Background: an optimization exercise with open tools, aiming at small area. Do not read the settings as production practice.
Only simulation tests tie the RTL to the original design; equivalence was not proved.

File: design.v
module eptAV (
	input  wire        ept_clock,
	input  wire        ept_reset,
	input  wire [7:0]  ept_address,
	input  wire [31:0] ept_writedata,
	output wire [31:0] ept_readdata,
	input  wire        ept_chipselect,
	input  wire        ept_write,
	input  wire        ept_irc,
	output wire        ept_status,
	output wire [6:0]  ept_ramaddress_exp,
	output wire [31:0] ept_ramwritedata_exp,
	input  wire [31:0] ept_ramreaddata_exp,
	output wire        ept_ramwrite_exp
);
	localparam [2:0] S_IDLE = 3'd0, S_WATCH = 3'd1, S_EXC = 3'd2, S_SUM = 3'd3,
	                 S_DONE = 3'd4, S_STR = 3'd5, S_SUMX = 3'd6, S_STRX = 3'd7;
	wire write = ept_chipselect & ept_write;
	wire hi    = ept_address[7];
	wire [3:0] lo = ept_address[3:0];
	wire regsel = hi & (ept_address[6:4] == 3'b000);
	wire wr_clo   = write & regsel & (lo == 4'h0);
	wire wr_chi   = write & regsel & (lo == 4'h1);
	wire wr_start = write & regsel & (lo == 4'h3);
	wire wr_stop  = write & regsel & (lo == 4'h4);
	wire wr_task  = write & regsel & (lo == 4'h5);
	wire wr_ofs   = write & regsel & (lo == 4'h6);
	wire wr_isr   = write & regsel & (lo == 4'h7);
	wire wr_csave = write & regsel & (lo == 4'h8);
	wire wr_crest = write & regsel & (lo == 4'h9);
	wire softReset = write & regsel & (lo == 4'hb) & ept_writedata[0];
	reg        startReg, stopReg, isrHReg, csaveHReg, crestHReg, executedReg;
	reg [7:0]  taskIDReg, offsetReg;
	reg [2:0]  state;
	reg        taskActD, taskSlotOkD;                  
	reg [6:0]  ramAddressReg, taskAddressReg;
	reg        taskStartC, taskStopC, irqStartC, isrStartC, isrStopC,
	           csaveStartC, csaveStopC, crestStartC, crestStopC;
	reg        irqD, isrD, csaveD, crestD;
	reg [31:0] startTs, partTime, elapsed;
	reg [39:0] counter;
	wire idle  = (state == S_IDLE);
	wire watch = (state == S_WATCH);
	wire exc   = (state == S_EXC);
	wire store = (state == S_STR) | (state == S_STRX);
	wire done  = (state == S_DONE);
	wire taskStartTick  = taskIDReg[7] & ~taskActD;
	wire taskStopTick   = ~taskIDReg[7] & taskActD;
	wire irqStartTick   = ept_irc & ~irqD;
	wire isrStartTick   = isrHReg & ~isrD;
	wire isrStopTick    = ~isrHReg & isrD;
	wire csaveStartTick = csaveHReg & ~csaveD;
	wire csaveStopTick  = ~csaveHReg & csaveD;
	wire crestStartTick = crestHReg & ~crestD;
	wire crestStopTick  = ~crestHReg & crestD;
	wire wAct     = watch & ~stopReg;
	wire evIrq    = wAct & irqStartC;
	wire wTask    = wAct & ~irqStartC;
	wire evTStart = wTask & taskStartC;
	wire evTStop  = wTask & taskStopC;
	wire evCsS    = exc & csaveStartC;
	wire evCsE    = exc & csaveStopC;
	wire evIsS    = exc & isrStartC;
	wire evIsE    = exc & isrStopC;
	wire evCrS    = exc & crestStartC;
	wire evCrE    = exc & crestStopC;
	wire excMeas  = evCsS | evCsE | evIsE | evCrE;
	wire [7:0]  ofsN = ~(offsetReg & {8{~evIrq}});      
	wire [31:0] rs, rc;
	genvar i;
	generate for (i = 0; i < 32; i = i + 1) begin : g_row
		if (i < 8) begin : f
			assign rs[i] = counter[i] ^ ~startTs[i] ^ ofsN[i];
			assign rc[i] = (counter[i] & ~startTs[i]) | (ofsN[i] & (counter[i] | ~startTs[i]));
		end else begin : h
			assign rs[i] = counter[i] ^ startTs[i];        
			assign rc[i] = counter[i] | ~startTs[i];
		end
	end
	endgenerate
	wire [31:0] sumE, sumP;
	bkadd32 addE (.a(rs), .b({rc[30:0], 1'b1}), .ci(1'b1), .s(sumE));
	reg         convS;                                    
	wire [31:0] opA = store ? ept_ramreaddata_exp : partTime;
	wire [31:0] opB = convS ? ~startTs : elapsed;
	bkadd32 addP (.a(opA), .b(opB), .ci(1'b0), .s(sumP));
	wire [31:0] ramSum = sumP;
	wire [39:0] counterInc;
	wire [4:0]  byteOnes;
	wire [5:0]  byteCarry;
	assign byteCarry[0] = ~idle & ~(wr_clo | wr_chi);       
	generate for (i = 0; i < 5; i = i + 1) begin : g_inc
		wire [8:0] c;
		assign c[0] = byteCarry[i];
		genvar k;
		for (k = 0; k < 8; k = k + 1) begin : b
			assign counterInc[8*i+k] = counter[8*i+k] ^ c[k];
			assign c[k+1] = counter[8*i+k] & c[k];
		end
		assign byteOnes[i] = &counter[8*i+7:8*i];
		assign byteCarry[i+1] = byteCarry[i] & byteOnes[i];
	end
	endgenerate
	reg [6:0] ramAddressNext;
	always @* begin
		ramAddressNext = ramAddressReg;
		if (evTStop) ramAddressNext = taskSlotOkD ? taskAddressReg : 7'h7B;
		if (evCsS) ramAddressNext = 7'h7C;
		if (evCsE) ramAddressNext = 7'h7D;
		if (evIsE) ramAddressNext = 7'h7E;
		if (evCrE) ramAddressNext = 7'h7F;
	end
	reg [2:0] stateNext;
	always @* begin
		case (state)
			S_IDLE:  stateNext = startReg ? S_WATCH : S_IDLE;
			S_WATCH: stateNext = stopReg ? S_DONE : irqStartC ? S_EXC : taskStopC ? S_SUM : S_WATCH;
			S_EXC:   stateNext = evCrE ? S_SUM : excMeas ? S_SUMX : S_EXC;
			S_SUM:   stateNext = S_STR;
			S_SUMX:  stateNext = S_STRX;
			S_STR:   stateNext = S_WATCH;
			S_STRX:  stateNext = S_EXC;
			default: stateNext = S_IDLE;    
		endcase
	end
	always @(posedge ept_clock, posedge ept_reset) begin
		if (ept_reset) begin
			startReg <= 0; stopReg <= 0; isrHReg <= 0; csaveHReg <= 0; crestHReg <= 0; executedReg <= 0;
			taskIDReg <= 0; offsetReg <= 0;
			state <= S_IDLE; taskActD <= 0;
			ramAddressReg <= 0;
			taskStartC <= 0; taskStopC <= 0; irqStartC <= 0; isrStartC <= 0; isrStopC <= 0;
			csaveStartC <= 0; csaveStopC <= 0; crestStartC <= 0; crestStopC <= 0;
			irqD <= 0; isrD <= 0; csaveD <= 0; crestD <= 0;
		end else if (softReset) begin
			startReg <= 0; stopReg <= 0; isrHReg <= 0; csaveHReg <= 0; crestHReg <= 0; executedReg <= 0;
			taskIDReg <= 0; offsetReg <= 0;
			state <= S_IDLE; taskActD <= 0;
			ramAddressReg <= 0;
			taskStartC <= 0; taskStopC <= 0; irqStartC <= 0; isrStartC <= 0; isrStopC <= 0;
			csaveStartC <= 0; csaveStopC <= 0; crestStartC <= 0; crestStopC <= 0;
			irqD <= 0; isrD <= 0; csaveD <= 0; crestD <= 0;
		end else begin
			if (wr_start) startReg  <= ept_writedata[0];
			if (wr_stop)  stopReg   <= ept_writedata[0];
			if (wr_task)  taskIDReg <= ept_writedata[7:0];
			if (wr_ofs)   offsetReg <= ept_writedata[7:0];
			if (wr_isr)   isrHReg   <= ept_writedata[0];
			if (wr_csave) csaveHReg <= ept_writedata[0];
			if (wr_crest) crestHReg <= ept_writedata[0];
			if (done) executedReg <= ~executedReg;
			state <= stateNext;
			taskActD    <= taskIDReg[7];
			ramAddressReg <= ramAddressNext;
			taskStartC  <= taskStartTick  | (taskStopC & ~evTStart);
			taskStopC   <= taskStopTick   | (taskStopC & ~evTStop);
			irqStartC   <= irqStartTick   | (irqStartC & ~evIrq);
			isrStartC   <= isrStartTick   | (isrStartC & ~evIsS);
			isrStopC    <= isrStopTick    | (isrStopC & ~evIsE);
			csaveStartC <= csaveStartTick | (csaveStartC & ~evCsS);
			csaveStopC  <= csaveStopTick  | (csaveStopC & ~evCsE);
			crestStartC <= crestStartTick | (crestStartC & ~evCrS);
			crestStopC  <= crestStopTick  | (crestStopC & ~evCrE);
			irqD <= ept_irc; isrD <= isrHReg; csaveD <= csaveHReg; crestD <= crestHReg;
		end
	end
	wire capSev = evIrq | evTStart | evCsS | evIsS | evCrS | evCrE;
	wire capS   = ~softReset & capSev;
	wire cnvS   = ~softReset & convS;
	wire holdS  = ~softReset & ~capSev & ~convS;
	wire ldE    = ~softReset & (evTStop | excMeas);
	wire holdE  = ~softReset & ~(evTStop | excMeas);
	wire clr    = softReset | (idle & startReg);
	wire ldLo   = ~clr & wr_clo;
	wire keepLo = ~clr & ~wr_clo;
	wire ldHi   = ~clr & wr_chi;
	wire keepHi = ~clr & ~wr_chi;
	always @(posedge ept_clock, posedge ept_reset) begin
		if (ept_reset) begin
			startTs <= 0; elapsed <= 0; counter <= 0; convS <= 0;
		end else begin
			convS    <= evCrE & ~softReset;
			startTs  <= (counter[31:0] & {32{capS}}) | (~sumP & {32{cnvS}}) | (startTs & {32{holdS}});
			elapsed  <= (sumE & {32{ldE}}) | (elapsed & {32{holdE}});
			counter[31:0]  <= (ept_writedata & {32{ldLo}}) | (counterInc[31:0] & {32{keepLo}});
			counter[39:32] <= (ept_writedata[7:0] & {8{ldHi}}) | (counterInc[39:32] & {8{keepHi}});
		end
	end
	always @(posedge ept_clock) begin
		taskSlotOkD <= ~(&taskIDReg[6:2]);
		if (taskStartTick) taskAddressReg <= taskIDReg[6:0];
		if (evIrq)      partTime <= sumE;
		else if (evCsE) partTime <= sumP;
	end
	wire ready = idle;
	wire direct = ready & ~hi;
	assign ept_status = ready;
	assign ept_ramaddress_exp   = direct ? ept_address[6:0] : (idle ? 7'h00 : ramAddressNext);
	assign ept_ramwrite_exp     = direct ? write : store;
	assign ept_ramwritedata_exp = ready ? ept_writedata : ramSum;
	wire selRam = ~hi & ready;
	wire [10:0] sel;
	generate for (i = 0; i < 11; i = i + 1) begin : g_sel
		assign sel[i] = regsel & (lo == i);
	end
	endgenerate
	wire [31:0] rdCounter = counter[31:0] & {32{sel[0]}};
	wire [7:0]  rdByte    = (counter[39:32] & {8{sel[1]}}) | (taskIDReg & {8{sel[5]}}) | (offsetReg & {8{sel[6]}});
	wire        rdFlag    = (ready & sel[2]) | (startReg & sel[3]) | (stopReg & sel[4]) | (isrHReg & sel[7]) |
	                        (csaveHReg & sel[8]) | (crestHReg & sel[9]) | (executedReg & sel[10]);
	assign ept_readdata = (ept_ramreaddata_exp & {32{selRam}}) | rdCounter | {24'h0, rdByte} | {31'h0, rdFlag};
endmodule
module bkadd32 (
	input  wire [31:0] a,
	input  wire [31:0] b,
	input  wire        ci,
	output wire [31:0] s
);
	wire [31:0] p = a ^ b;
	reg  [31:0] gg, pp;
	integer i, d;
	always @* begin
		gg = a & b;
		pp = p;
		gg[0] = gg[0] | (pp[0] & ci);
		for (d = 1; d < 32; d = d * 2)
			for (i = 2 * d - 1; i < 32; i = i + 2 * d) begin
				gg[i] = gg[i] | (pp[i] & gg[i-d]);
				pp[i] = pp[i] & pp[i-d];
			end
		for (d = 8; d >= 1; d = d / 2)
			for (i = 3 * d - 1; i < 32; i = i + 2 * d) begin
				gg[i] = gg[i] | (pp[i] & gg[i-d]);
				pp[i] = pp[i] & pp[i-d];
			end
	end
	assign s = p ^ {gg[30:0], ci};
endmodule
File: flow/run.sh
#!/bin/bash
# Layout flow:
#  1. the standard synthesis (standard.sh synth), unchanged;
#  2. the combinational cells of that netlist re-mapped by Yosys/ABC for area (flow/remap.abc,
#     area-only mapping; the timing repair of the standard flow then restores timing);
#     the flip-flops (and tie cells) are kept as they are, with their names and cell types;
#  3. the rest of the standard flow (standard.sh finish) on that netlist, with port buffers
#     of the smallest buffer cell (buf_1) and clock tree synthesis without dummy loads, with
#     clkbuf_8 leaf buffers under a clkbuf_16 root.
# Logs: run.log (this script), standard_synth.log, remap_yosys.log, standard.log, and ORFS's
# per-step logs under orfs/logs.
exec > run.log 2>&1
set -x
export BUFFER_PORTS_ARGS="-buffer_cell sky130_fd_sc_hd__buf_1"
export RECOVER_POWER=100
export CTS_ARGS="-sink_clustering_enable -repair_clock_nets -dont_use_dummy_load -buf_list sky130_fd_sc_hd__clkbuf_8 -root_buf sky130_fd_sc_hd__clkbuf_16 -sink_clustering_size 12 -sink_clustering_max_diameter 50"
bash standard.sh synth > standard_synth.log 2>&1 || exit 1
R=orfs/results/$FLOW_PLATFORM/eptAV/base
LIB=$FLOW_HOME/platforms/sky130hd/lib/sky130_fd_sc_hd__tt_025C_1v80.lib
cp $R/1_2_yosys.v std_1_2_yosys.v
KEEP=$(grep -o "sky130_fd_sc_hd__[a-z0-9_]*" std_1_2_yosys.v | sort -u | grep -E "__(df|edf|sdf|sedf|dl|conb)" | tr '\n' ' ')
DU=$(grep -o "\-dont_use [a-z0-9_*]*" orfs/logs/$FLOW_PLATFORM/eptAV/base/1_2_yosys.log | sort -u | tr '\n' ' ')
cat > remap.ys <<EOY
read_liberty -ignore_miss_func $LIB
read_verilog std_1_2_yosys.v
hierarchy -top $FLOW_TOP
blackbox $KEEP
flatten
opt_clean
abc -liberty $LIB $DU -script flow/remap.abc
opt_clean
setundef -zero
hilomap -singleton -hicell sky130_fd_sc_hd__conb_1 HI -locell sky130_fd_sc_hd__conb_1 LO
splitnets
opt_clean -purge
insbuf -buf sky130_fd_sc_hd__buf_4 A X
stat -liberty $LIB
write_verilog -noattr -nohex -nodec remapped.v
EOY
yosys -l remap_yosys.log -s remap.ys > /dev/null 2>&1 || exit 1
cp remapped.v $R/1_2_yosys.v
rm -f $R/1_synth.odb $R/1_synth.sdc
bash standard.sh finish > standard.log 2>&1
echo "standard.sh exit $?"
File: flow/remap.abc
strash
&get -n
&fraig -x
&put
scorr
dc2
strash
dch -f
amap
topo
File: standard.sh
#!/bin/bash
# synth_recipe.tcl (not shown) runs the flow's synth.tcl, then flattens the netlist and writes it again
# the make line also repeats each setting of config.mk as NAME=value (left out here)
make -C /OpenROAD-flow-scripts/flow DESIGN_CONFIG=/design/flow/config.mk WORK_HOME=/design/flow/orfs CLKGATE_MAP_FILE= SYNTH_SCRIPT=/design/flow/synth_recipe.tcl "${@:-finish}"
File: config.mk
export PLATFORM = sky130hd
export DESIGN_NAME = eptAV
export DESIGN_NICKNAME = eptAV
export VERILOG_FILES = /design/flow/design.v
export SDC_FILE = /design/flow/constraint.sdc
export NUM_CORES = 4
export LEC_CHECK = 0
export CAP_MARGIN = 10
export CORE_MARGIN = 2
export CORE_UTILIZATION = 40
export SLEW_MARGIN = 10
File: constraint.sdc
create_clock -name core_clock -period 8.0 [get_ports {ept_clock}]
set_input_delay 1.6000 -clock core_clock [delete_from_list [all_inputs] [get_ports {ept_clock}]]
set_output_delay 1.6000 -clock core_clock [all_outputs]
set_load 0.01 [all_outputs]
==> results of run 1 <==
metrics by stage:
| stage | worst slack, ns |
|---|---|
| after global routing | 0.0451 |
| after floorplan | 0.109 |
| after detailed placement | -0.203 |
| final | 0.477 |
| after CTS | 0.0272 |
| after global placement | -0.154 |
path summary, 6_finish.rpt:
check	slack, ns	cells past startpoint	startpoint	to
min in group asynchronous	2.72	2	ept_reset	elapsed[25]$_DFF_PP0_
max in group asynchronous	2.37	3	ept_reset	elapsed[16]$_DFF_PP0_
min reg2reg	0.45	1	irqD$_DFF_PP0_	irqStartC$_DFF_PP0_
min	0.45	1	irqD$_DFF_PP0_	irqStartC$_DFF_PP0_
max	0.48	31	ept_ramreaddata_exp[0]	ept_ramwritedata_exp[31]
max reg2reg	0.95	11	state[1]$_DFF_PP0_	startTs[27]$_DFF_PP0_
sequential cells by signal, indices dropped and copies added (netlist names), 3 cells and up:
| signal | flops |
|---|---|
| elapsed | 32 |
| partTime | 32 |
| state | 3 |
| startTs | 32 |
| taskIDReg | 8 |
| taskAddressReg | 7 |
| offsetReg | 8 |
| ramAddressReg | 7 |
| counter | 40 |
layout by cell type, fill, tap and decap left out, drive strengths merged, types with 38 or more instances in the layout:
cell,instances
nor2,298
clkinv,216
o22ai,173
o21ai,158
a21oi,77
buf,186
edfxtp,39
dfrtp,151
nand2,178
clkbuf,38
o32ai,40
routing by layer:
metal,track usage,vias up,share of wire
met4,0.0733,0,0.018
met3,0.0437,52,0.066
met1,0.354,5866,0.44
met5,0,-,0
li1,-,6052,-
met2,0.431,457,0.47
cell type report:
| class | count | area [um^2] |
|---|---|---|
| Timing Repair Buffer | 207 | 951 |
| Tap cell | 384 | 480 |
| Fill cell | 3007 | 15200 |
| Antenna cell | 1 | 2.50 |
| Multi-Input combinational cell | 1118 | 5990 |
| Inverter | 218 | 823 |
| Clock buffer | 17 | 245 |
| Sequential cell | 191 | 4970 |
repair_timing:
| action | in CTS | in global routing |
|---|---|---|
| endpoints found under the setup margin | 2 | 6 |
| resized for setup | 4 | 24 |
| cloned | 0 | 0 |
| pin swaps | 0 | 9 |
| buffers inserted | 0 | 4 |
==> run_results.csv, run 1 <==
group,metric,value,unit
min_path,hold_path.class,"register to register",
run,drv_cap,9,
global_route,overflow,0,
run_status,outcome,"failed layout checks",
critical_path,critPathLaunchType,"primary input",
timing,finalCritPeriodShare,0.940,
route,ant_nets,0,
die,rows,62,
route,wirelength,39900,um
clocking,clock_sinks,191,
critical_path,cp_slowest_cell,"or4b_4",
die,die_width,175,um
critical_path,crit_type,"primary input to output port",
place,place_inst,2114,
die,dieArea,30500,um^2
timing,fin_worst_skew,0.0442,ns
timing,period_needed,7.52,ns
clocking,cts_tree,"done",
clocking,clock_path_buffers,2,
finish,design_area,13500,um^2
yosys,netlist_area,11600,um^2
yosys,ys_warn_count,2,
timing,finalHoldViolCount,0,
finish,final_layout_size_suffix_gt1_frac,0.0514,
timing,relSlewSlack,-2.33,
critical_path,cp_common_cell,"nor2_1",
global_route,grtUsageTotal,0.261,
die,start_util,0.406,
die,io_pins,150,
timing,maxSlewViolCount,384,
critical_path,max_stage_delay,0.51,ns
yosys,syn_inst,1527,
route,drtIter0Drc,1240,
place,io_buffers,149,
route,viasPerCell,5.82,
timing,holdWs,0.451,ns
critical_path,critical_path_required,6.40,ns
clocking,clk_latency,0.40,ns
clocking,clkSlewWorstSetupHoldPaths,0.07,ns
finish,area_growth,15.6,%
route,drt-pass1-iter-count,6,
critical_path,path_buf_inv,5,
finish,utilization,0.469,
timing,max_freq,133,MHz
clocking,hold_buffers,0,
yosys,avgSynthCellArea,7.63,um^2
timing,setup_viol,0,
route,via_count,12427,
global_route,antenna_found_initial,0,
place,gp_congestion,0.901,
global_route,grt_pass1_vias,11822,
timing,fin_setup_tns,0,ns
clocking,cts_root_buf,"clkbuf_16",
global_route,grt_pass1_wl,63300,um
clocking,numCtsBuffers,17,
critical_path,worst-path-max-fanout,4,
critical_path,cpLargestDelayFamily,"simple AND/OR/NAND/NOR gates",
die,die_h,175,um
route,wl_per_cell,18.7,um
clocking,htreeDepth,4,
critical_path,cp.arrival,5.92,ns
place,placed_cell_area,13100,um^2
timing,worstMarginPinSlew,4.96,ns
timing,rsz0062_at_grt,"false",
global_route,grt_max_degree,104,
route,drc_errors,0,
finish,nets,1830,
finish,stdcell_count,2136,
place,hpwl,27800,um
run_status,violations,"capacitance limit, slew limit",
yosys,synth_nets,1604,
die,core_area,28700,um^2
critical_path,crit_path_end_kind,"output port",
==> run 2: changes to the inputs <==
--- a/flow/run.sh
+++ b/flow/run.sh
@@ -12,7 +12,6 @@
 exec > run.log 2>&1
 set -x
 export BUFFER_PORTS_ARGS="-buffer_cell sky130_fd_sc_hd__buf_1"
-export RECOVER_POWER=100
 export CTS_ARGS="-sink_clustering_enable -repair_clock_nets -dont_use_dummy_load -buf_list sky130_fd_sc_hd__clkbuf_8 -root_buf sky130_fd_sc_hd__clkbuf_16 -sink_clustering_size 12 -sink_clustering_max_diameter 50"
 bash standard.sh synth > standard_synth.log 2>&1 || exit 1
 R=orfs/results/$FLOW_PLATFORM/eptAV/base
==> run 2 against run 1 <==
  * The run now finishes clean
  * Wire length decreased by 0.32%
  * Die area unchanged
  * Non-clock buffer count unchanged
  * Sequential cell count unchanged
  * Clock-buffer cell count unchanged
  * Via count decreased by 0.19%
  * Critical path depth unchanged
  * Final area increased by 0.62%
  * Setup slack improved by 0.015 ns
  * Clock skew decreased by 0.0017 ns
==> run_results.csv, run 2 <==
group,metric,value,unit
critical_path,crit_type,"primary input to output port",
finish,final_common_cell,"nor2_1",
place,io_buffers,149,
clocking,cts_root_buf,"clkbuf_16",
die,die_h,175,um
route,wl_per_cell,18.6,um
finish,largest_register_ffs,40,
yosys,synth_nets,1604,
timing,fin_worst_skew,0.0424,ns
global_route,antenna_found_initial,0,
die,io_pins,150,
timing,finalHoldViolCount,0,
timing,worstMarginPinSlew,1.19,ns
global_route,grt_max_degree,104,
route,wirelength,39700,um
clocking,clkSlewWorstSetupHoldPaths,0.07,ns
clocking,clock_path_buffers,2,
place,hpwl,27800,um
finish,seq_area,4970,um^2
finish,design_area,13500,um^2
clocking,htreeDepth,4,
die,die_width,175,um
die,start_util,0.406,
clocking,numCtsBuffers,17,
timing,setup_ws,0.493,ns
critical_path,max_stage_delay,0.51,ns
timing,max_freq,133,MHz
min_path,hold_path.class,"register to register",
finish,final_cell_mix,"289 x nor2_1, 216 x clkinv_1, 178 x nand2_1, 172 x o22ai_1, 153 x o21ai_0",
critical_path,critPathLaunchType,"primary input",
run,drv_cap,0,
finish,top_register,"counter",
timing,maxSlewViolCount,0,
global_route,overflow,0,
timing,period_needed,7.51,ns
route,drc_errors,0,
clocking,clk_latency,0.40,ns
route,drt-pass1-iter-count,7,
run_status,outcome,"timing/DRC/antenna clean",
route,ant_nets,0,
timing,setup_viol,0,
finish,nFillCells,2988,
finish,multi_input_area,6020,um^2
yosys,ys_warn_count,2,
timing,rsz0062_at_grt,"false",
timing,fin_setup_tns,0,ns
yosys,netlist_area,11600,um^2
global_route,grtUsageTotal,0.261,
critical_path,cp_common_cell,"nor2_1",
critical_path,cp.arrival,5.91,ns
critical_path,cpLargestDelayFamily,"simple AND/OR/NAND/NOR gates",
clocking,clock_sinks,191,
finish,area_growth,16.3,%
finish,utilization,0.472,
place,post-place-ws,-0.203,ns
timing,finalCritPeriodShare,0.938,
global_route,grt_pass1_wl,63300,um
critical_path,path_buf_inv,5,
route,drtIter0Drc,1073,
die,dieArea,30500,um^2
yosys,syn_inst,1527,
route,viasPerCell,5.81,
finish,final_layout_size_suffix_gt1_frac,0.0611,
critical_path,worst-path-max-fanout,4,
place,gp_congestion,0.901,
clocking,cts_tree,"done",
global_route,grt_pass1_vias,11822,
die,rows,62,
yosys,avgSynthCellArea,7.63,um^2
critical_path,critical_path_required,6.40,ns
critical_path,cp_slowest_cell,"or4b_4",
timing,relSlewSlack,0.204,
critical_path,crit_path_end_kind,"output port",
place,placed_cell_area,13100,um^2
route,via_count,12404,
die,core_area,28700,um^2
finish,nets,1830,
## run 2: layer usage
metal	GRT usage	up-vias	wire length [um]
li1	-	6049	-
met1	0.354	5889	17700
met2	0.431	417	18900
met3	0.0437	49	2470
met4	0.0733	0	653
met5	0	-	0
## run 2: what timing repair did
item | in CTS | in global routing
hold buffers | 0 | 0
pin swaps | 0 | 9
setup endpoints to repair | 2 | 6
setup buffers | 0 | 4
resized for setup | 4 | 24
## run 2: stage by stage
step | hold WS, ns | std cells
2_1_floorplan | 0.415 | 1527
3_3_place_gp | 0.436 | 2114
3_5_place_dp | 0.435 | 2114
4_1_cts | 0.451 | 2131
5_1_grt | 0.468 | 2135
6_report | 0.451 | 2136
## run 2: final cells by class
type                    count  share of cell area
well taps                 384              0.0355
repair buffers            207              0.0736
inverters                 218              0.0611
flip-flops and latches    191               0.367
diodes                      1            0.000185
multi-input cells        1118               0.445
clock buffers              17              0.0181
## run 2: path summary, 6_finish.rpt
| check | startpoint | end | slack [ns] | cells after the start |
|---|---|---|---|---|
| setup / recovery | ept_ramreaddata_exp[0] | ept_ramwritedata_exp[31] | 0.49 | 31 |
| hold / removal | irqD$_DFF_PP0_ | irqStartC$_DFF_PP0_ | 0.45 | 1 |
| setup reg to reg | state[0]$_DFF_PP0_ | counter[39]$_DFF_PP0_ | 1.74 | 44 |
| hold reg to reg | irqD$_DFF_PP0_ | irqStartC$_DFF_PP0_ | 0.45 | 1 |
| max in group asynchronous | ept_reset | elapsed[16]$_DFF_PP0_ | 5.22 | 3 |
| min in group asynchronous | ept_reset | elapsed[25]$_DFF_PP0_ | 1.47 | 2 |
## run 2: worst register-to-register path: cells and delay by family (launching register included)
family	cells	cell delay, ns
AO/OA/AOI/OAI	3	0.37
buffers and inverters	6	0.65
AND/OR/NAND/NOR	35	4.68
flip-flops	1	0.41
==> run 3: changes to the inputs <==
--- a/flow/run.sh
+++ b/flow/run.sh
@@ -4,15 +4,10 @@
 #  2. the combinational cells of that netlist re-mapped by Yosys/ABC for area (flow/remap.abc,
 #     area-only mapping; the timing repair of the standard flow then restores timing);
 #     the flip-flops (and tie cells) are kept as they are, with their names and cell types;
-#  3. the rest of the standard flow (standard.sh finish) on that netlist, with port buffers
-#     of the smallest buffer cell (buf_1) and clock tree synthesis without dummy loads, with
-#     clkbuf_8 leaf buffers under a clkbuf_16 root.
-# Logs: run.log (this script), standard_synth.log, remap_yosys.log, standard.log, and ORFS's
-# per-step logs under orfs/logs.
 exec > run.log 2>&1
 set -x
 export BUFFER_PORTS_ARGS="-buffer_cell sky130_fd_sc_hd__buf_1"
-export CTS_ARGS="-sink_clustering_enable -repair_clock_nets -dont_use_dummy_load -buf_list sky130_fd_sc_hd__clkbuf_8 -root_buf sky130_fd_sc_hd__clkbuf_16 -sink_clustering_size 12 -sink_clustering_max_diameter 50"
+export CTS_ARGS="-sink_clustering_enable -repair_clock_nets -dont_use_dummy_load -buf_list sky130_fd_sc_hd__clkbuf_16 -root_buf sky130_fd_sc_hd__clkbuf_16 -sink_clustering_size 30 -sink_clustering_max_diameter 100"
 bash standard.sh synth > standard_synth.log 2>&1 || exit 1
 R=orfs/results/$FLOW_PLATFORM/eptAV/base
 LIB=$FLOW_HOME/platforms/sky130hd/lib/sky130_fd_sc_hd__tt_025C_1v80.lib
==> flow/remap.abc (replaced) <==
strash
&get -n
&fraig -x
&put
scorr
dc2
strash
dch -f
amap -F 3 -A 10
topo
==> run 3 against run 2 <==
  * Synthesized area is 0.46% lower
  * Global-route usage is 0.51 points higher
  * Die area is 0.45% lower
  * Core utilization is 0.54 points higher
  * Clock-buffer cell count stayed put
  * Non-clock buffer count is 2 higher
  * First-iteration DRC count is 22% higher
  * Critical path type unchanged
  * Highest routed layer unchanged
==> run_results.csv, run 3 <==
group,metric,value,unit
run_status,outcome,"timing/DRC/antenna clean",
clocking,clkSlewWorstSetupHoldPaths,0.06,ns
critical_path,cp_common_cell,"nor2_1",
route,wl_per_cell,19.1,um
timing,rsz0062_at_grt,"false",
critical_path,startpoint,"ept_ramreaddata_exp[0]",
global_route,grt_pass1_wl,63900,um
min_path,hold_path.class,"register to register",
critical_path,critPathLaunchType,"primary input",
die,start_util,0.405,
finish,final_common_cell,"nor2_1",
critical_path,path_buf_inv,5,
die,die_h,174,um
route,via_count,12425,
critical_path,cp.arrival,6.07,ns
global_route,grtUsageTotal,0.266,
clocking,clock_path_buffers,2,
clocking,cts_root_buf,"clkbuf_16",
timing,fin_worst_skew,0.0248,ns
critical_path,critical_path_required,6.40,ns
critical_path,worst-path-max-fanout,4,
clocking,cts_tree,"done",
global_route,grt_pass1_vias,11631,
finish,design_area,13700,um^2
yosys,synth_nets,1592,
route,drtIter0Drc,1310,
clocking,htreeDepth,4,
critical_path,max_stage_delay,0.31,ns
timing,setup_viol,0,
critical_path,r2r_cells,30,
place,io_buffers,149,
finish,diodes,0,
yosys,syn_inst,1515,
timing,period_needed,7.67,ns
critical_path,reg2reg_from,"state[0]$_DFF_PP0_",
die,dieArea,30400,um^2
die,core_area,28600,um^2
min_path,hp-start,"irqD$_DFF_PP0_",
yosys,avgSynthCellArea,7.65,um^2
global_route,grtUsageMet1,0.373,
timing,worstMarginPinSlew,1.05,ns
timing,setup_ws,0.326,ns
finish,top_register,"counter",
finish,nets,1820,
global_route,overflow,0,
die,die_width,174,um
global_route,antenna_found_initial,0,
clocking,clk_latency,0.44,ns
yosys,ys_warn_count,2,
route,drt-pass1-iter-count,8,
place,placed_cell_area,13100,um^2
timing,relSlewSlack,0.295,
place,hpwl,28500,um
die,rows,62,
finish,largest_register_ffs,40,
timing,holdWs,0.452,ns
timing,max_freq,130,MHz
global_route,use_met2,0.433,
timing,finalHoldViolCount,0,
timing,fin_setup_tns,0,ns
route,viasPerCell,5.85,
critical_path,cp_slowest_cell,"a311o_1",
critical_path,crit_path_end_kind,"output port",
yosys,netlist_area,11600,um^2
clocking,cts_setup_buffers,0,
global_route,grt-busiest-layer,"met2",
run,drv_cap,0,
route,wirelength,40600,um
timing,maxSlewViolCount,0,
timing,finalCritPeriodShare,0.959,
clocking,hold_buffers,0,
clocking,numCtsBuffers,17,
clocking,clock_sinks,191,
place,post-place-ws,-0.385,ns
global_route,grtUsageMet3,0.0289,
finish,area_growth,17.8,%
critical_path,cpLargestDelayFamily,"simple AND/OR/NAND/NOR gates",
finish,final_cell_mix,"276 x nor2_1, 199 x clkinv_1, 185 x o22ai_1, 182 x nand2_1, 169 x o21ai_0",
die,io_pins,150,
min_path,hold_depth,1,
global_route,grt_max_degree,82,
finish,final_layout_size_suffix_gt1_frac,0.0649,
critical_path,crit_type,"primary input to output port",
critical_path,path_depth,29,
route,drc_errors,0,
route,ant_nets,0,
place,gp_congestion,0.883,
## run 3: what timing repair did
item	CTS	global route
gates resized for setup	5	23
endpoints found under the hold margin	0	0
pin swaps	1	3
setup endpoints to repair	2	7
## run 3: routing by layer
layer	wire, um	share of wire
met1	17900	0.44
met2	18900	0.47
met3	2750	0.068
met4	1030	0.025
met5	0	0
## run 3: cell type report
cell class                 instances  area [um^2]
clock buffer                      17          425
fill                            2893        15000
inverter                         202          763
multi-input combinational       1122         6010
sequential                       191         4970
tap                              384          480
timing repair buffer             209         1010
## run 3: worst paths after layout
check / endpoint / slack, ns
worst min-delay path: irqStartC$_DFF_PP0_ / 0.45
worst max register to register: partTime[31]$_DFFE_PP_ / 1.23
worst min register to register: irqStartC$_DFF_PP0_ / 0.45
max in group asynchronous: convS$_DFF_PP0_ / 5.15
worst max-delay path: ept_ramwritedata_exp[31] / 0.33
min in group asynchronous: isrStartC$_DFF_PP0_ / 1.33
## run 3: stage by stage
step,utilization,instances
6_report,0.477,2125
5_1_grt,0.477,2125
4_1_cts,0.474,2125
3_5_place_dp,0.459,2108
3_3_place_gp,0.459,2108
2_1_floorplan,-,1515
==> run 4: changes to the inputs <==
--- a/flow/run.sh
+++ b/flow/run.sh
@@ -7,7 +7,7 @@
 exec > run.log 2>&1
 set -x
 export BUFFER_PORTS_ARGS="-buffer_cell sky130_fd_sc_hd__buf_1"
-export CTS_ARGS="-sink_clustering_enable -repair_clock_nets -dont_use_dummy_load -buf_list sky130_fd_sc_hd__clkbuf_16 -root_buf sky130_fd_sc_hd__clkbuf_16 -sink_clustering_size 30 -sink_clustering_max_diameter 100"
+export CTS_ARGS="-sink_clustering_enable -repair_clock_nets -dont_use_dummy_load -buf_list sky130_fd_sc_hd__clkbuf_8 -root_buf sky130_fd_sc_hd__clkbuf_16 -sink_clustering_size 16 -sink_clustering_max_diameter 60"
 bash standard.sh synth > standard_synth.log 2>&1 || exit 1
 R=orfs/results/$FLOW_PLATFORM/eptAV/base
 LIB=$FLOW_HOME/platforms/sky130hd/lib/sky130_fd_sc_hd__tt_025C_1v80.lib
==> run 4 against run 3 <==
  * Synthesized area is the same
  * Largest cell class unchanged
  * Critical path type unchanged
  * Sequential share of layout area grew 0.49 points
  * Clock skew grew 0.013 ns
  * Clock-buffer cell count is the same
==> run_results.csv, run 4 <==
group,metric,value,unit
finish,area_growth,16.3,%
global_route,grt_max_degree,82,
finish,final_layout_size_suffix_gt1_frac,0.0649,
critical_path,cp_common_cell,"nor2_1",
run,drv_cap,0,
critical_path,cp_slowest_cell,"a311o_1",
place,place_inst,2108,
route,via_count,12405,
die,rows,62,
global_route,grt_pass1_vias,11653,
clocking,clkSlewWorstSetupHoldPaths,0.08,ns
timing,fin_worst_skew,0.0378,ns
die,core_area,28600,um^2
yosys,avgSynthCellArea,7.65,um^2
critical_path,crit_type,"primary input to output port",
yosys,ys_warn_count,2,
route,drtIter0Drc,1221,
timing,maxSlewViolCount,0,
timing,max_freq,130,MHz
timing,relSlewSlack,0.329,
route,drc_errors,0,
global_route,grt_pass1_wl,63800,um
critical_path,worst-path-max-fanout,4,
yosys,syn_inst,1515,
critical_path,timing.rr.end,"partTime[31]$_DFFE_PP_",
route,wl_per_cell,19.1,um
critical_path,rrSetupSlack,1.22,ns
die,die_width,174,um
critical_path,reg2reg_from,"state[0]$_DFF_PP0_",
finish,stdcell_count,2125,
finish,diodes,0,
timing,rsz0062_at_grt,"false",
critical_path,crit_path_end_kind,"output port",
die,start_util,0.405,
yosys,netlist_area,11600,um^2
critical_path,max_stage_delay,0.37,ns
min_path,hp-start,"irqD$_DFF_PP0_",
clocking,numCtsBuffers,17,
route,ant_nets,0,
clocking,clock_sinks,191,
timing,period_needed,7.69,ns
critical_path,path_buf_inv,5,
critical_path,cp.arrival,6.09,ns
timing,finalHoldViolCount,0,
clocking,cts_root_buf,"clkbuf_16",
finish,nets,1820,
clocking,clk_latency,0.40,ns
finish,final_common_cell,"nor2_1",
critical_path,critical_path_required,6.40,ns
critical_path,cpLargestDelayFamily,"compound AO/OA/AOI/OAI gates",
global_route,grtUsageTotal,0.266,
die,io_pins,150,
place,gp_congestion,0.883,
die,dieArea,30400,um^2
critical_path,critPathLaunchType,"primary input",
yosys,synth_nets,1592,
place,io_buffers,149,
run_status,outcome,"timing/DRC/antenna clean",
clocking,htreeDepth,4,
clocking,cts_tree,"done",
global_route,antenna_found_initial,0,
place,hpwl,28500,um
finish,utilization,0.471,
clocking,cts_setup_buffers,0,
finish,largest_register_ffs,40,
timing,finalCritPeriodShare,0.961,
place,post-place-ws,-0.385,ns
route,wirelength,40500,um
min_path,hold_depth,1,
min_path,hold-path-endpoint,"irqStartC$_DFF_PP0_",
die,die_h,174,um
route,viasPerCell,5.84,
timing,worstMarginPinSlew,0.995,ns
timing,setup_viol,0,
critical_path,r2r_cells,30,
timing,setup_ws,0.312,ns
clocking,clock_path_buffers,2,
min_path,hold_path.class,"register to register",
route,drt-pass1-iter-count,6,
global_route,overflow,0,
finish,top_register,"counter",
finish,final_cell_mix,"276 x nor2_1, 199 x clkinv_1, 185 x o22ai_1, 182 x nand2_1, 169 x o21ai_0",
## run 4: area by class of cell
cell class                      instances  area [um^2]
Fill cell                            2917        15100
Sequential cell                       191         4970
Inverter                              202          763
Multi-Input combinational cell       1122         6010
Tap cell                              384          480
Timing Repair Buffer                  209         1010
Clock buffer                           17          245
## run 4: layer usage
| metal | vias up | track usage | wire length [um] |
|---|---|---|---|
| met5 | - | 0 | 0 |
| met4 | 0 | 0.0802 | 949 |
| met3 | 61 | 0.0273 | 2590 |
| met2 | 466 | 0.434 | 19000 |
| met1 | 5849 | 0.373 | 18000 |
| li1 | 6029 | - | - |
## run 4: how the worst max path moves through the flow
stage	start	end	slack, ns	cells after the start
floorplan	convS$_DFF_PP0_	ept_ramwritedata_exp[31]	0.03	25
global placement	ept_ramreaddata_exp[0]	ept_ramwritedata_exp[31]	-0.26	29
detailed placement	ept_ramreaddata_exp[0]	ept_ramwritedata_exp[31]	-0.38	29
CTS	ept_ramreaddata_exp[0]	ept_ramwritedata_exp[30]	0.05	27
global route	ept_ramreaddata_exp[0]	ept_ramwritedata_exp[31]	0.006	29
finish	ept_ramreaddata_exp[0]	ept_ramwritedata_exp[31]	0.31	29
## run 4: what timing repair did
action                                  in CTS  in global routing
cloned                                       0                  0
pin swaps                                    1                  3
hold buffers                                 0                  0
endpoints found under the setup margin       2                  7
gates resized for setup                      5                 23
## run 4: metrics by stage
| stage | instance area [um^2] | hold slack, ns | setup TNS, ns |
|---|---|---|---|
| floorplan | 11600 | 0.415 | 0 |
| global placement | 13100 | 0.439 | -0.483 |
| detailed placement | 13100 | 0.429 | -0.746 |
| CTS | 13400 | 0.458 | 0 |
| global route | 13500 | 0.476 | 0 |
| finish | 13500 | 0.453 | 0 |
## run 4: worst register-to-register path: cells and delay by family (launching register included)
kind	cells	cell delay, ns
and+or+nand+nor	14	2.74
AOI/OAI and AO/OA	11	2.44
buffers and inverters	5	0.90
DFF	1	0.40

[afterwards: timing with drivers on the ports]
No port has a modelled driver above. Below, the same layouts with a new extraction and two added sets of constraints.
Step 1, drivers: a clkbuf_16 drives ept_clock and a buf_2 each remaining input, both assumed.
Step 2 also shifts input and output timing later by t, the mid clock arrival at the registers, as if the neighbouring blocks saw the same clock.
Three values: ideal, step 1, step 2; two values: the first two.
run | t (ns) | slack for setup (ns) | hold slack, ns | worst register clock-pin slew, ns
run 1 | 0.431 | 0.477 / 0.437 / 0.407 | 0.451 / 0.451 / 0.451 | 0.12 / 0.12
run 2 | 0.430 | 0.493 / 0.452 / 0.408 | 0.451 / 0.451 / 0.451 | 0.12 / 0.12
run 3 | 0.478 | 0.326 / 0.302 / 0.302 | 0.452 / 0.452 / 0.452 | 0.08 / 0.08
run 4 | 0.435 | 0.312 / 0.291 / 0.291 | 0.453 / 0.453 / 0.453 | 0.12 / 0.12
The setup slack of run 2, which loses most, moves by -0.041 ns with the drivers and by -0.085 ns with both steps.
